This is an optimization exercise on Yosys and OpenROAD, whose aim is small area, a short achievable clock period and few clock cycles per item, not a production implementation.
Only simulation tests tie the RTL to the original design; equivalence was not proved.
Power is estimated from default activity; no workload was simulated.

## design/flow/config.mk

```make
export PLATFORM = sky130hd
export DESIGN_NAME = MDC
export DESIGN_NICKNAME = MDC
export VERILOG_FILES = /design/flow/design.v
export SDC_FILE = /design/flow/constraint.sdc
export NUM_CORES = 4
export LEC_CHECK = 0
export CAP_MARGIN = 20
export CORE_MARGIN = 2
export CORE_UTILIZATION = 40
export SLEW_MARGIN = 20
```

## design/flow/constraint.sdc

```tcl
create_clock -name core_clock -period 22.0 [get_ports {clk}]
set_input_delay 4.4000 -clock core_clock [delete_from_list [all_inputs] [get_ports {clk}]]
set_output_delay 4.4000 -clock core_clock [all_outputs]
set_load 0.01 [all_outputs]
```

## design/flow/design.v

```verilog
module bmac #(parameter YW = 23, parameter AW = 34) (
    input  [10:0]   x,
    input  [YW-1:0] y,
    input           sub,
    input  [AW-1:0] acc,
    output [AW-1:0] z
);
    localparam N = YW + 1;
    wire [12:0] xe = {x[10], x, 1'b0};           
    wire [N-1:0] y1 = {y[YW-1], y};
    wire [N-1:0] y2 = {y, 1'b0};
    wire [AW-1:0] u0, u1, u2, u3, u4, u5;
    wire [5:0] ng;
    genvar i;
    generate for (i = 0; i < 6; i = i + 1) begin : g_pp
        wire b0 = xe[2*i];
        wire b1 = xe[2*i+1];
        wire b2 = xe[2*i+2];
        wire one = b1 ^ b0;
        wire two = (b2 & ~b1 & ~b0) | (~b2 & b1 & b0);
        wire neg = b2 ^ sub;
        wire [N-1:0] mag = ({N{one}} & y1) | ({N{two}} & y2);
        wire [N-1:0] v = mag ^ {N{neg}};
        wire [N-1:0] u = {~v[N-1], v[N-2:0]};
        assign ng[i] = neg;
        wire [AW-1:0] ush = {{AW{1'b0}}, u} << (2*i);
        if (i == 0) assign u0 = ush;
        if (i == 1) assign u1 = ush;
        if (i == 2) assign u2 = ush;
        if (i == 3) assign u3 = ush;
        if (i == 4) assign u4 = ush;
        if (i == 5) assign u5 = ush;
    end endgenerate
    wire [AW-1:0] negs = {{AW{1'b0}}, ng[5], 1'b0, ng[4], 1'b0, ng[3], 1'b0, ng[2], 1'b0, ng[1], 1'b0, ng[0]};
    wire [AW+12:0] kfull = ({{(AW+13){1'b0}}} - ({{(AW+13){1'b0}}, 11'd1365} << (N-1)));
    wire [AW-1:0] kc = kfull[AW-1:0];
    assign z = acc + u0 + u1 + u2 + u3 + u4 + u5 + negs + kc;
endmodule
module MDC(
    clk, rst_n, in_valid, in_data, in_mode,
    out_valid, out_data
);
input clk, rst_n, in_valid;
input [8:0] in_mode;
input [14:0] in_data;
output out_valid;
output [206:0] out_data;
reg [3:0] cnt;           
reg       vr;            
reg [3:0] kr;            
reg [1:0] md;            
reg       ov;            
wire [3:0] msyn;
assign msyn[0] = in_mode[8] ^ in_mode[6] ^ in_mode[4] ^ in_mode[2] ^ in_mode[0];
assign msyn[1] = in_mode[7] ^ in_mode[6] ^ in_mode[3] ^ in_mode[2];
assign msyn[2] = in_mode[5] ^ in_mode[4] ^ in_mode[3] ^ in_mode[2];
assign msyn[3] = in_mode[1] ^ in_mode[0];
wire m_d4 = in_mode[6] ^ (msyn == 4'd3);
wire m_d1 = in_mode[2] ^ (msyn == 4'd7);
always @(posedge clk or negedge rst_n) begin
    if (!rst_n) begin
        cnt <= 4'd0;
        vr  <= 1'b0;
        ov  <= 1'b0;
    end else begin
        cnt <= in_valid ? cnt + 4'd1 : 4'd0;
        vr  <= in_valid;
        ov  <= vr && (kr == 4'd15);
    end
end
always @(posedge clk) begin
    kr <= cnt;
    if (in_valid && cnt == 4'd0) md <= m_d4 ? 2'd2 : (m_d1 ? 2'd1 : 2'd0);
end
wire [14:0] cw = in_data;
reg  [3:0]  syn;
reg  [14:0] fixd;
integer p;
always @(*) begin
    syn = 4'd0;
    for (p = 1; p <= 15; p = p + 1)
        if (cw[15 - p]) syn = syn ^ p[3:0];
    fixd = cw;
    for (p = 1; p <= 15; p = p + 1)
        if (syn == p[3:0]) fixd[15 - p] = ~cw[15 - p];
end
wire [10:0] dec = {fixd[12], fixd[10:8], fixd[6:0]};
reg [10:0] xr, dl1, dl2, dl3, dl4, dl5, dl6, dl7;
reg [10:0] R0, R1, R2, R3;
reg [22:0] P01, P02, P03, P12, P13, P23;
reg [206:0] out_reg;
always @(posedge clk) begin
    xr <= dec;
    dl1 <= xr; dl2 <= dl1; dl3 <= dl2; dl4 <= dl3; dl5 <= dl4; dl6 <= dl5; dl7 <= dl6;
end
assign out_valid = ov;
assign out_data = out_reg & {207{ov}};
reg  [10:0] l1_x;
reg  [33:0] l1_y;
reg  [45:0] l1_acc;
reg  l1_sub;
wire [45:0] l1_z;
bmac #(.YW(34), .AW(46)) u_l1 (.x(l1_x), .y(l1_y), .sub(l1_sub), .acc(l1_acc), .z(l1_z));
always @(*) begin
    l1_x = 11'd0; l1_y = 34'd0; l1_acc = 46'd0; l1_sub = 1'b0;
    case ({md, kr})
    {2'd1, 4'd8}: begin l1_x = xr; l1_y = {{23{dl3[10]}}, dl3}; l1_acc = 46'd0; l1_sub = 1'b1; end
    {2'd1, 4'd9}: begin l1_x = xr; l1_y = {{23{dl5[10]}}, dl5}; l1_acc = {{23{P01[22]}}, P01}; l1_sub = 1'b0; end
    {2'd1, 4'd10}: begin l1_x = xr; l1_y = {{23{dl3[10]}}, dl3}; l1_acc = 46'd0; l1_sub = 1'b1; end
    {2'd1, 4'd11}: begin l1_x = xr; l1_y = {{23{dl5[10]}}, dl5}; l1_acc = {{23{P23[22]}}, P23}; l1_sub = 1'b0; end
    {2'd1, 4'd12}: begin l1_x = R3; l1_y = {{11{P12[22]}}, P12}; l1_acc = 46'd0; l1_sub = 1'b0; end
    {2'd1, 4'd13}: begin l1_x = R1; l1_y = {{11{P23[22]}}, P23}; l1_acc = {{12{out_reg[135]}}, out_reg[135:102]}; l1_sub = 1'b0; end
    {2'd1, 4'd14}: begin l1_x = R2; l1_y = {{11{P13[22]}}, P13}; l1_acc = {{12{out_reg[135]}}, out_reg[135:102]}; l1_sub = 1'b1; end
    {2'd2, 4'd4}: begin l1_x = xr; l1_y = {{23{dl3[10]}}, dl3}; l1_acc = 46'd0; l1_sub = 1'b1; end
    {2'd2, 4'd5}: begin l1_x = xr; l1_y = {{23{dl5[10]}}, dl5}; l1_acc = {{23{P01[22]}}, P01}; l1_sub = 1'b0; end
    {2'd2, 4'd6}: begin l1_x = xr; l1_y = {{23{dl3[10]}}, dl3}; l1_acc = 46'd0; l1_sub = 1'b1; end
    {2'd2, 4'd7}: begin l1_x = xr; l1_y = {{23{dl5[10]}}, dl5}; l1_acc = {{23{P23[22]}}, P23}; l1_sub = 1'b0; end
    {2'd2, 4'd8}: begin l1_x = xr; l1_y = {{11{P23[22]}}, P23}; l1_acc = 46'd0; l1_sub = 1'b0; end
    {2'd2, 4'd9}: begin l1_x = xr; l1_y = {{11{P23[22]}}, P23}; l1_acc = 46'd0; l1_sub = 1'b0; end
    {2'd2, 4'd10}: begin l1_x = xr; l1_y = {{11{P03[22]}}, P03}; l1_acc = {{12{out_reg[135]}}, out_reg[135:102]}; l1_sub = 1'b1; end
    {2'd2, 4'd11}: begin l1_x = xr; l1_y = {{11{P02[22]}}, P02}; l1_acc = {{12{out_reg[135]}}, out_reg[135:102]}; l1_sub = 1'b0; end
    {2'd2, 4'd12}: begin l1_x = xr; l1_y = out_reg[186:153]; l1_acc = 46'd0; l1_sub = 1'b1; end
    {2'd2, 4'd13}: begin l1_x = xr; l1_y = out_reg[135:102]; l1_acc = out_reg[198:153]; l1_sub = 1'b0; end
    {2'd2, 4'd14}: begin l1_x = xr; l1_y = out_reg[84:51]; l1_acc = out_reg[198:153]; l1_sub = 1'b1; end
    {2'd2, 4'd15}: begin l1_x = xr; l1_y = out_reg[33:0]; l1_acc = out_reg[198:153]; l1_sub = 1'b0; end
    default: ;
    endcase
end
reg  [10:0] l2_x;
reg  [22:0] l2_y;
reg  [33:0] l2_acc;
reg  l2_sub;
wire [33:0] l2_z;
bmac #(.YW(23), .AW(34)) u_l2 (.x(l2_x), .y(l2_y), .sub(l2_sub), .acc(l2_acc), .z(l2_z));
always @(*) begin
    l2_x = 11'd0; l2_y = 23'd0; l2_acc = 34'd0; l2_sub = 1'b0;
    case ({md, kr})
    {2'd0, 4'd5}: begin l2_x = xr; l2_y = {{12{dl5[10]}}, dl5}; l2_acc = {{11{P01[22]}}, P01}; l2_sub = 1'b0; end
    {2'd0, 4'd6}: begin l2_x = xr; l2_y = {{12{dl5[10]}}, dl5}; l2_acc = {{11{P01[22]}}, P01}; l2_sub = 1'b0; end
    {2'd0, 4'd7}: begin l2_x = xr; l2_y = {{12{dl5[10]}}, dl5}; l2_acc = {{11{P01[22]}}, P01}; l2_sub = 1'b0; end
    {2'd0, 4'd9}: begin l2_x = xr; l2_y = {{12{dl5[10]}}, dl5}; l2_acc = {{11{P01[22]}}, P01}; l2_sub = 1'b0; end
    {2'd0, 4'd10}: begin l2_x = xr; l2_y = {{12{dl5[10]}}, dl5}; l2_acc = {{11{P01[22]}}, P01}; l2_sub = 1'b0; end
    {2'd0, 4'd11}: begin l2_x = xr; l2_y = {{12{dl5[10]}}, dl5}; l2_acc = {{11{P01[22]}}, P01}; l2_sub = 1'b0; end
    {2'd0, 4'd13}: begin l2_x = xr; l2_y = {{12{dl5[10]}}, dl5}; l2_acc = {{11{P01[22]}}, P01}; l2_sub = 1'b0; end
    {2'd0, 4'd14}: begin l2_x = xr; l2_y = {{12{dl5[10]}}, dl5}; l2_acc = {{11{P01[22]}}, P01}; l2_sub = 1'b0; end
    {2'd0, 4'd15}: begin l2_x = xr; l2_y = {{12{dl5[10]}}, dl5}; l2_acc = {{11{P01[22]}}, P01}; l2_sub = 1'b0; end
    {2'd1, 4'd8}: begin l2_x = xr; l2_y = {{12{dl2[10]}}, dl2}; l2_acc = 34'd0; l2_sub = 1'b1; end
    {2'd1, 4'd9}: begin l2_x = xr; l2_y = {{12{dl2[10]}}, dl2}; l2_acc = 34'd0; l2_sub = 1'b1; end
    {2'd1, 4'd10}: begin l2_x = xr; l2_y = {{12{dl6[10]}}, dl6}; l2_acc = {{11{P02[22]}}, P02}; l2_sub = 1'b0; end
    {2'd1, 4'd11}: begin l2_x = xr; l2_y = {{12{dl6[10]}}, dl6}; l2_acc = {{11{P13[22]}}, P13}; l2_sub = 1'b0; end
    {2'd1, 4'd12}: begin l2_x = xr; l2_y = P12; l2_acc = 34'd0; l2_sub = 1'b0; end
    {2'd1, 4'd13}: begin l2_x = R0; l2_y = P12; l2_acc = out_reg[186:153]; l2_sub = 1'b0; end
    {2'd1, 4'd14}: begin l2_x = xr; l2_y = P01; l2_acc = out_reg[84:51]; l2_sub = 1'b0; end
    {2'd1, 4'd15}: begin l2_x = dl2; l2_y = P02; l2_acc = out_reg[84:51]; l2_sub = 1'b1; end
    {2'd2, 4'd4}: begin l2_x = xr; l2_y = {{12{dl2[10]}}, dl2}; l2_acc = 34'd0; l2_sub = 1'b1; end
    {2'd2, 4'd5}: begin l2_x = xr; l2_y = {{12{dl2[10]}}, dl2}; l2_acc = 34'd0; l2_sub = 1'b1; end
    {2'd2, 4'd6}: begin l2_x = xr; l2_y = {{12{dl6[10]}}, dl6}; l2_acc = {{11{P02[22]}}, P02}; l2_sub = 1'b0; end
    {2'd2, 4'd7}: begin l2_x = xr; l2_y = {{12{dl6[10]}}, dl6}; l2_acc = {{11{P13[22]}}, P13}; l2_sub = 1'b0; end
    {2'd2, 4'd8}: begin l2_x = xr; l2_y = P13; l2_acc = 34'd0; l2_sub = 1'b0; end
    {2'd2, 4'd9}: begin l2_x = xr; l2_y = P03; l2_acc = out_reg[84:51]; l2_sub = 1'b1; end
    {2'd2, 4'd10}: begin l2_x = xr; l2_y = P13; l2_acc = out_reg[186:153]; l2_sub = 1'b1; end
    {2'd2, 4'd11}: begin l2_x = xr; l2_y = P01; l2_acc = out_reg[84:51]; l2_sub = 1'b0; end
    default: ;
    endcase
end
reg  [10:0] l3_x;
reg  [22:0] l3_y;
reg  [33:0] l3_acc;
reg  l3_sub;
wire [33:0] l3_z;
bmac #(.YW(23), .AW(34)) u_l3 (.x(l3_x), .y(l3_y), .sub(l3_sub), .acc(l3_acc), .z(l3_z));
always @(*) begin
    l3_x = 11'd0; l3_y = 23'd0; l3_acc = 34'd0; l3_sub = 1'b0;
    case ({md, kr})
    {2'd0, 4'd4}: begin l3_x = xr; l3_y = {{12{dl3[10]}}, dl3}; l3_acc = 34'd0; l3_sub = 1'b1; end
    {2'd0, 4'd5}: begin l3_x = xr; l3_y = {{12{dl3[10]}}, dl3}; l3_acc = 34'd0; l3_sub = 1'b1; end
    {2'd0, 4'd6}: begin l3_x = xr; l3_y = {{12{dl3[10]}}, dl3}; l3_acc = 34'd0; l3_sub = 1'b1; end
    {2'd0, 4'd8}: begin l3_x = xr; l3_y = {{12{dl3[10]}}, dl3}; l3_acc = 34'd0; l3_sub = 1'b1; end
    {2'd0, 4'd9}: begin l3_x = xr; l3_y = {{12{dl3[10]}}, dl3}; l3_acc = 34'd0; l3_sub = 1'b1; end
    {2'd0, 4'd10}: begin l3_x = xr; l3_y = {{12{dl3[10]}}, dl3}; l3_acc = 34'd0; l3_sub = 1'b1; end
    {2'd0, 4'd12}: begin l3_x = xr; l3_y = {{12{dl3[10]}}, dl3}; l3_acc = 34'd0; l3_sub = 1'b1; end
    {2'd0, 4'd13}: begin l3_x = xr; l3_y = {{12{dl3[10]}}, dl3}; l3_acc = 34'd0; l3_sub = 1'b1; end
    {2'd0, 4'd14}: begin l3_x = xr; l3_y = {{12{dl3[10]}}, dl3}; l3_acc = 34'd0; l3_sub = 1'b1; end
    {2'd1, 4'd9}: begin l3_x = xr; l3_y = {{12{dl3[10]}}, dl3}; l3_acc = 34'd0; l3_sub = 1'b1; end
    {2'd1, 4'd10}: begin l3_x = xr; l3_y = {{12{dl5[10]}}, dl5}; l3_acc = {{11{P12[22]}}, P12}; l3_sub = 1'b0; end
    {2'd1, 4'd11}: begin l3_x = R2; l3_y = P01; l3_acc = 34'd0; l3_sub = 1'b0; end
    {2'd1, 4'd12}: begin l3_x = R1; l3_y = P02; l3_acc = out_reg[186:153]; l3_sub = 1'b1; end
    {2'd1, 4'd13}: begin l3_x = xr; l3_y = P23; l3_acc = 34'd0; l3_sub = 1'b0; end
    {2'd1, 4'd14}: begin l3_x = xr; l3_y = P13; l3_acc = out_reg[33:0]; l3_sub = 1'b1; end
    {2'd1, 4'd15}: begin l3_x = xr; l3_y = P12; l3_acc = out_reg[33:0]; l3_sub = 1'b0; end
    {2'd2, 4'd4}: begin l3_x = xr; l3_y = {{12{dl1[10]}}, dl1}; l3_acc = 34'd0; l3_sub = 1'b1; end
    {2'd2, 4'd5}: begin l3_x = xr; l3_y = {{12{dl3[10]}}, dl3}; l3_acc = 34'd0; l3_sub = 1'b1; end
    {2'd2, 4'd6}: begin l3_x = xr; l3_y = {{12{dl5[10]}}, dl5}; l3_acc = {{11{P12[22]}}, P12}; l3_sub = 1'b0; end
    {2'd2, 4'd7}: begin l3_x = xr; l3_y = {{12{dl7[10]}}, dl7}; l3_acc = {{11{P03[22]}}, P03}; l3_sub = 1'b0; end
    {2'd2, 4'd8}: begin l3_x = xr; l3_y = P12; l3_acc = 34'd0; l3_sub = 1'b0; end
    {2'd2, 4'd9}: begin l3_x = xr; l3_y = P02; l3_acc = out_reg[33:0]; l3_sub = 1'b1; end
    {2'd2, 4'd10}: begin l3_x = xr; l3_y = P01; l3_acc = out_reg[33:0]; l3_sub = 1'b0; end
    {2'd2, 4'd11}: begin l3_x = xr; l3_y = P12; l3_acc = out_reg[186:153]; l3_sub = 1'b0; end
    default: ;
    endcase
end
always @(posedge clk) begin
    if (vr) begin
        case ({md, kr})
        {2'd0, 4'd4}: begin P01 <= l3_z[22:0]; end
        {2'd0, 4'd5}: begin out_reg[206:184] <= l2_z[22:0]; P01 <= l3_z[22:0]; end
        {2'd0, 4'd6}: begin out_reg[183:161] <= l2_z[22:0]; P01 <= l3_z[22:0]; end
        {2'd0, 4'd7}: begin out_reg[160:138] <= l2_z[22:0]; end
        {2'd0, 4'd8}: begin P01 <= l3_z[22:0]; end
        {2'd0, 4'd9}: begin out_reg[137:115] <= l2_z[22:0]; P01 <= l3_z[22:0]; end
        {2'd0, 4'd10}: begin out_reg[114:92] <= l2_z[22:0]; P01 <= l3_z[22:0]; end
        {2'd0, 4'd11}: begin out_reg[91:69] <= l2_z[22:0]; end
        {2'd0, 4'd12}: begin P01 <= l3_z[22:0]; end
        {2'd0, 4'd13}: begin out_reg[68:46] <= l2_z[22:0]; P01 <= l3_z[22:0]; end
        {2'd0, 4'd14}: begin out_reg[45:23] <= l2_z[22:0]; P01 <= l3_z[22:0]; end
        {2'd0, 4'd15}: begin out_reg[22:0] <= l2_z[22:0]; end
        {2'd1, 4'd0}: begin R0 <= xr; end
        {2'd1, 4'd1}: begin R1 <= xr; end
        {2'd1, 4'd2}: begin R2 <= xr; end
        {2'd1, 4'd3}: begin R3 <= xr; end
        {2'd1, 4'd8}: begin P01 <= l1_z[22:0]; P02 <= l2_z[22:0]; end
        {2'd1, 4'd9}: begin P01 <= l1_z[22:0]; P13 <= l2_z[22:0]; P12 <= l3_z[22:0]; end
        {2'd1, 4'd10}: begin P23 <= l1_z[22:0]; P02 <= l2_z[22:0]; P12 <= l3_z[22:0]; end
        {2'd1, 4'd11}: begin P23 <= l1_z[22:0]; P13 <= l2_z[22:0]; out_reg[203:153] <= {{17{l3_z[33]}}, l3_z}; end
        {2'd1, 4'd12}: begin out_reg[152:102] <= {{5{l1_z[45]}}, l1_z}; out_reg[101:51] <= {{17{l2_z[33]}}, l2_z}; out_reg[203:153] <= {{17{l3_z[33]}}, l3_z}; end
        {2'd1, 4'd13}: begin out_reg[152:102] <= {{5{l1_z[45]}}, l1_z}; out_reg[50:0] <= {{17{l3_z[33]}}, l3_z}; out_reg[203:153] <= {{17{l2_z[33]}}, l2_z}; end
        {2'd1, 4'd14}: begin out_reg[152:102] <= {{5{l1_z[45]}}, l1_z}; out_reg[101:51] <= {{17{l2_z[33]}}, l2_z}; out_reg[50:0] <= {{17{l3_z[33]}}, l3_z}; end
        {2'd1, 4'd15}: begin out_reg[101:51] <= {{17{l2_z[33]}}, l2_z}; out_reg[50:0] <= {{17{l3_z[33]}}, l3_z}; out_reg[206:204] <= 3'd0; end
        {2'd2, 4'd4}: begin P01 <= l1_z[22:0]; P02 <= l2_z[22:0]; P03 <= l3_z[22:0]; end
        {2'd2, 4'd5}: begin P01 <= l1_z[22:0]; P13 <= l2_z[22:0]; P12 <= l3_z[22:0]; end
        {2'd2, 4'd6}: begin P23 <= l1_z[22:0]; P02 <= l2_z[22:0]; P12 <= l3_z[22:0]; end
        {2'd2, 4'd7}: begin P23 <= l1_z[22:0]; P13 <= l2_z[22:0]; P03 <= l3_z[22:0]; end
        {2'd2, 4'd8}: begin out_reg[152:102] <= {{5{l1_z[45]}}, l1_z}; out_reg[101:51] <= {{17{l2_z[33]}}, l2_z}; out_reg[50:0] <= {{17{l3_z[33]}}, l3_z}; end
        {2'd2, 4'd9}: begin out_reg[203:153] <= {{5{l1_z[45]}}, l1_z}; out_reg[101:51] <= {{17{l2_z[33]}}, l2_z}; out_reg[50:0] <= {{17{l3_z[33]}}, l3_z}; end
        {2'd2, 4'd10}: begin out_reg[203:153] <= {{17{l2_z[33]}}, l2_z}; out_reg[152:102] <= {{5{l1_z[45]}}, l1_z}; out_reg[50:0] <= {{17{l3_z[33]}}, l3_z}; end
        {2'd2, 4'd11}: begin out_reg[203:153] <= {{17{l3_z[33]}}, l3_z}; out_reg[152:102] <= {{5{l1_z[45]}}, l1_z}; out_reg[101:51] <= {{17{l2_z[33]}}, l2_z}; end
        {2'd2, 4'd12}: begin out_reg[203:153] <= {{5{l1_z[45]}}, l1_z}; end
        {2'd2, 4'd13}: begin out_reg[203:153] <= {{5{l1_z[45]}}, l1_z}; end
        {2'd2, 4'd14}: begin out_reg[203:153] <= {{5{l1_z[45]}}, l1_z}; end
        {2'd2, 4'd15}: begin out_reg <= {{161{l1_z[45]}}, l1_z}; end
        default: ;
        endcase
    end
end
endmodule
```

## design/flow/run.sh

```bash
#!/bin/bash
# synth_recipe.tcl (not shown) runs the flow's synth.tcl, then flattens the netlist and writes it again
# the make line also repeats each setting of config.mk as NAME=value (left out here)
make -C /OpenROAD-flow-scripts/flow DESIGN_CONFIG=/design/flow/config.mk WORK_HOME=/design/flow/orfs CLKGATE_MAP_FILE= SYNTH_SCRIPT=/design/flow/synth_recipe.tcl finish
```

==> summary.txt <==
-- where the power goes --
group | internal (mW) | switching (mW) | total (mW)
clock | 0.506 | 0.411 | 0.917
sequential | 1.11 | 0.0468 | 1.15
combinational | 0.528 | 1.19 | 1.72
total | 2.14 | 1.65 | 3.79
-- final cells by class --
type / instances / area (um2)
diodes: 24 / 60.1
clock buffers: 68 / 1450
clock inverters: 29 / 280
fillers: 12529 / 70300
inverters: 531 / 1990
multi-input cells: 4187 / 35200
flip-flops and latches: 489 / 13700
well taps: 1742 / 2180
repair buffers: 469 / 4110
-- worst max-delay path, delay by kind of cell, from the launching register on --
family | cells | cell delay [ns]
compound gates | 9 | 2.46
xor+xnor | 1 | 0.21
fa+ha+maj | 5 | 2.40
buf+inv | 7 | 1.89
flops | 1 | 0.31
simple gates | 6 | 2.96
-- per-layer routing --
layer	GRT usage [%]	share of wire, %
met1	44.4	36
met2	50.3	40
met3	14.2	15
met4	23.4	8.5
met5	2.69	0.32
-- placed cells by master, fill, tap and decap left out, drive strengths merged, types with 13 or more instances in the layout --
cell / n
nand4: 22
nand2: 552
clkbuf: 69
a211oi: 62
o211ai: 68
fa: 388
a21o: 58
mux2i: 79
edfxtp: 391
a31oi: 14
diode: 24
clkinv: 19
nor2b: 26
a22oi: 259
and3: 25
inv: 536
a221oi: 45
nand3: 133
a222oi: 117
a22o: 13
nor2: 218
clkdlybuf4s50: 234
o22ai: 322
nor3: 36
and2: 228
dfxtp: 92
nand2b: 20
buf: 233
o221ai: 14
a21oi: 183
xor2: 304
xnor2: 396
a221o: 42
o21ai: 130
ha: 266
-- worst paths after layout --
kind | to | from | cells past startpoint | slack, ns
hold reg to reg | dl5[3] | dl4[3] | 0 | 0.32
hold / removal | dl5[3] | dl4[3] | 0 | 0.32
setup reg to reg | out_reg[179] | kr[3] | 28 | 11.38
max in group asynchronous | ov | rst_n | 1 | 17.63
min in group asynchronous | ov | rst_n | 1 | 4.05
setup / recovery | out_reg[179] | kr[3] | 28 | 11.38
-- cell families (layout without fill, tap and decap cells) --
| group | count (synthesis) | in the layout |
|---|---|---|
| xor gates and xnor gates | 702 | 702 |
| other | 0 | 24 |
| buffers and inverters | 971 | 1097 |
| AOI/OAI and AO/OA | 1423 | 1423 |
| muxes | 88 | 88 |
| DFF | 489 | 489 |
| adders and majority gates | 654 | 654 |
| and+or+nand+nor | 1320 | 1320 |
==> impl_metrics.py <==
metrics = {
    "clock_tree": {
        "cts_buffers": 54,
        "post_cts_buffers": 0,
        "cts-root-buf": "clkbuf_16",
        "cts_hold_buf": 0,
        "worstSkewPairLatency_ns": 0.66,
        "clk_pin_slew_ns": 0.07,
        "h-tree-depth": 2,
        "clkSinkCount": 489,
        "cts_buffer_depth": 3,
        "cts_tree": "built",
        "cts_resized": 0,
    },
    "sta": {
        "hold_ws_ns": 0.325,
        "worst_slew_pin_slew_ns": 1.39,
        "worst_slack_ns": 11.38,
        "period_minus_slack_ns": 10.62,
        "maxSlewHeadroom_pct": 6.53,
        "finalClockSkew_ns": 0.0400,
        "report.final.slew_viol_count": 0,
        "grt_setup_unrepaired": "no",
        "finalHoldViolations": 0,
        "fin_crit_sh_pct": 48.3,
        "tns_ns": 0,
        "max_freq_mhz": 94.1,
        "setup_viol": 0,
    },
    "worst_setup_path": {
        "crit_path_start_kind": "flip-flop",
        "cp-end-kind": "flip-flop",
        "cp_max_fo": 40,
        "path_class": "reg -> reg",
        "crit_required_ns": 22.33,
        "worstPathArrival_ns": 10.96,
        "crit_slowest_cell": "o311ai_1",
        "critical-path-max-stage-delay_ns": 0.80,
    },
    "synthesis": {
        "ys_top_cells_by_area": "edfxtp_1 (23%), fa_1 (15%), xnor2_1 (6.7%)",
        "synthMuxAreaShare_pct": 1.72,
        "synth_xor_xnor_area_share_pct": 11.9,
        "synth_ff_type": "edfxtp_1",
        "syn_area_um2": 52000,
        "synth.most_common_cell": "nand2_1",
        "synth_top_family_by_area": "adder cells",
        "syn_inst": 5647,
        "synth-compound-area-share_pct": 19.4,
        "async_flop_share_pct": 1.23,
        "ys_ff_latch": 489,
        "synth.top_cell.area_share_pct": 22.6,
        "ys_warn_count": 1,
        "syn_area_per_cell_um2": 9.21,
        "synth_edf_count": 391,
        "synthSimpleGateAreaFrac_pct": 12.0,
        "synthTopCellsByCount": "nand2_1 (552), inv_1 (529), xnor2_1 (396)",
        "synth_nets": 6328,
        "yosys.area.top_type": "edfxtp_1",
        "synth_cell_types": 93,
        "synth_seq_area_share_pct": 26.4,
        "synthAdderAreaFrac_pct": 21.3,
    },
    "final_layout": {
        "nets": 6413,
        "largest_register_ffs": 207,
        "areaGrowthSynthToFinish_pct": 13.4,
        "postLayoutCellArea_um2": 59000,
        "fin_util_pct": 45.6,
        "final_cells": 7539,
        "drive_above_1_share_pct": 8.14,
    },
    "route": {
        "firstDrtPassIters": 13,
        "wl_per_cell_um": 32.1,
        "drt_iter0_drc": 8456,
        "vias_per_cell": 6.50,
        "antenna_left": 0,
        "num_vias": 49041,
        "wirelength_um": 242000,
        "drc": 0,
    },
    "floorplan": {
        "die_area_um2": 133000,
        "start_util_pct": 40.2,
        "io_pins": 235,
        "die_h_um": 365,
        "fp.dieW_um": 365,
        "core-area_um2": 129000,
        "rows": 132,
    },
    "place": {
        "numPortBuffers": 234,
        "place_area_um2": 57100,
        "gp_congestion": 1.05,
        "place_inst": 7415,
        "hpwl_um": 180000,
        "pre_cts_ws_ns": 11.78,
    },
    "hold_path": {
        "hp-class": "reg -> reg",
    },
    "global_route": {
        "grt_max_degree": 148,
        "overflow": 0,
        "grt_pass1_wl_um": 342000,
        "antenna_found_initial": 30,
        "track_usage_pct": 35.6,
        "grt_pass1_vias": 47153,
    },
    "pwr": {
        "p_leak_nw": 24.5,
        "pwr_density_cell_nw_per_um2": 64.2,
        "fin_total_pwr_mw": 3.79,
        "peakVddDrop_mv": 0.0639,
    },
    "flow_run": {
        "maxCapViolations": 0,
    },
    "outcome": {
        "outcome": "no timing/DRC/antenna violations",
    },
}
Testbench counts, summed over its fixed seeds: cycles 9,216, items 512.

## separate check: timing with driven ports
No port has a modelled driver above. Below, the same layout with a new extraction and two added sets of constraints.
Step 1: set_driving_cell puts a clkbuf_16 on clk and a buf_2 on each other input, an assumption about the parent block.
Step 2 also shifts input and output timing later by t, the mid clock arrival at the registers, as if the neighbouring blocks saw the same clock.
Slacks: ideal / step 1 / step 2; pairs: ideal / step 1.
t, ns: 0.703
slack for setup (ns): 11.376 / 11.376 / 11.376
worst setup path at the end: register to register
clock arrival spread, ns: 0.040 / 0.040
slew at the worst register clock pin (ns): 0.07 / 0.07
After both steps setup and hold are still met in this run. For this run, drivers alone change the setup slack by 0.000 ns; drivers and shift together by 0.000 ns.
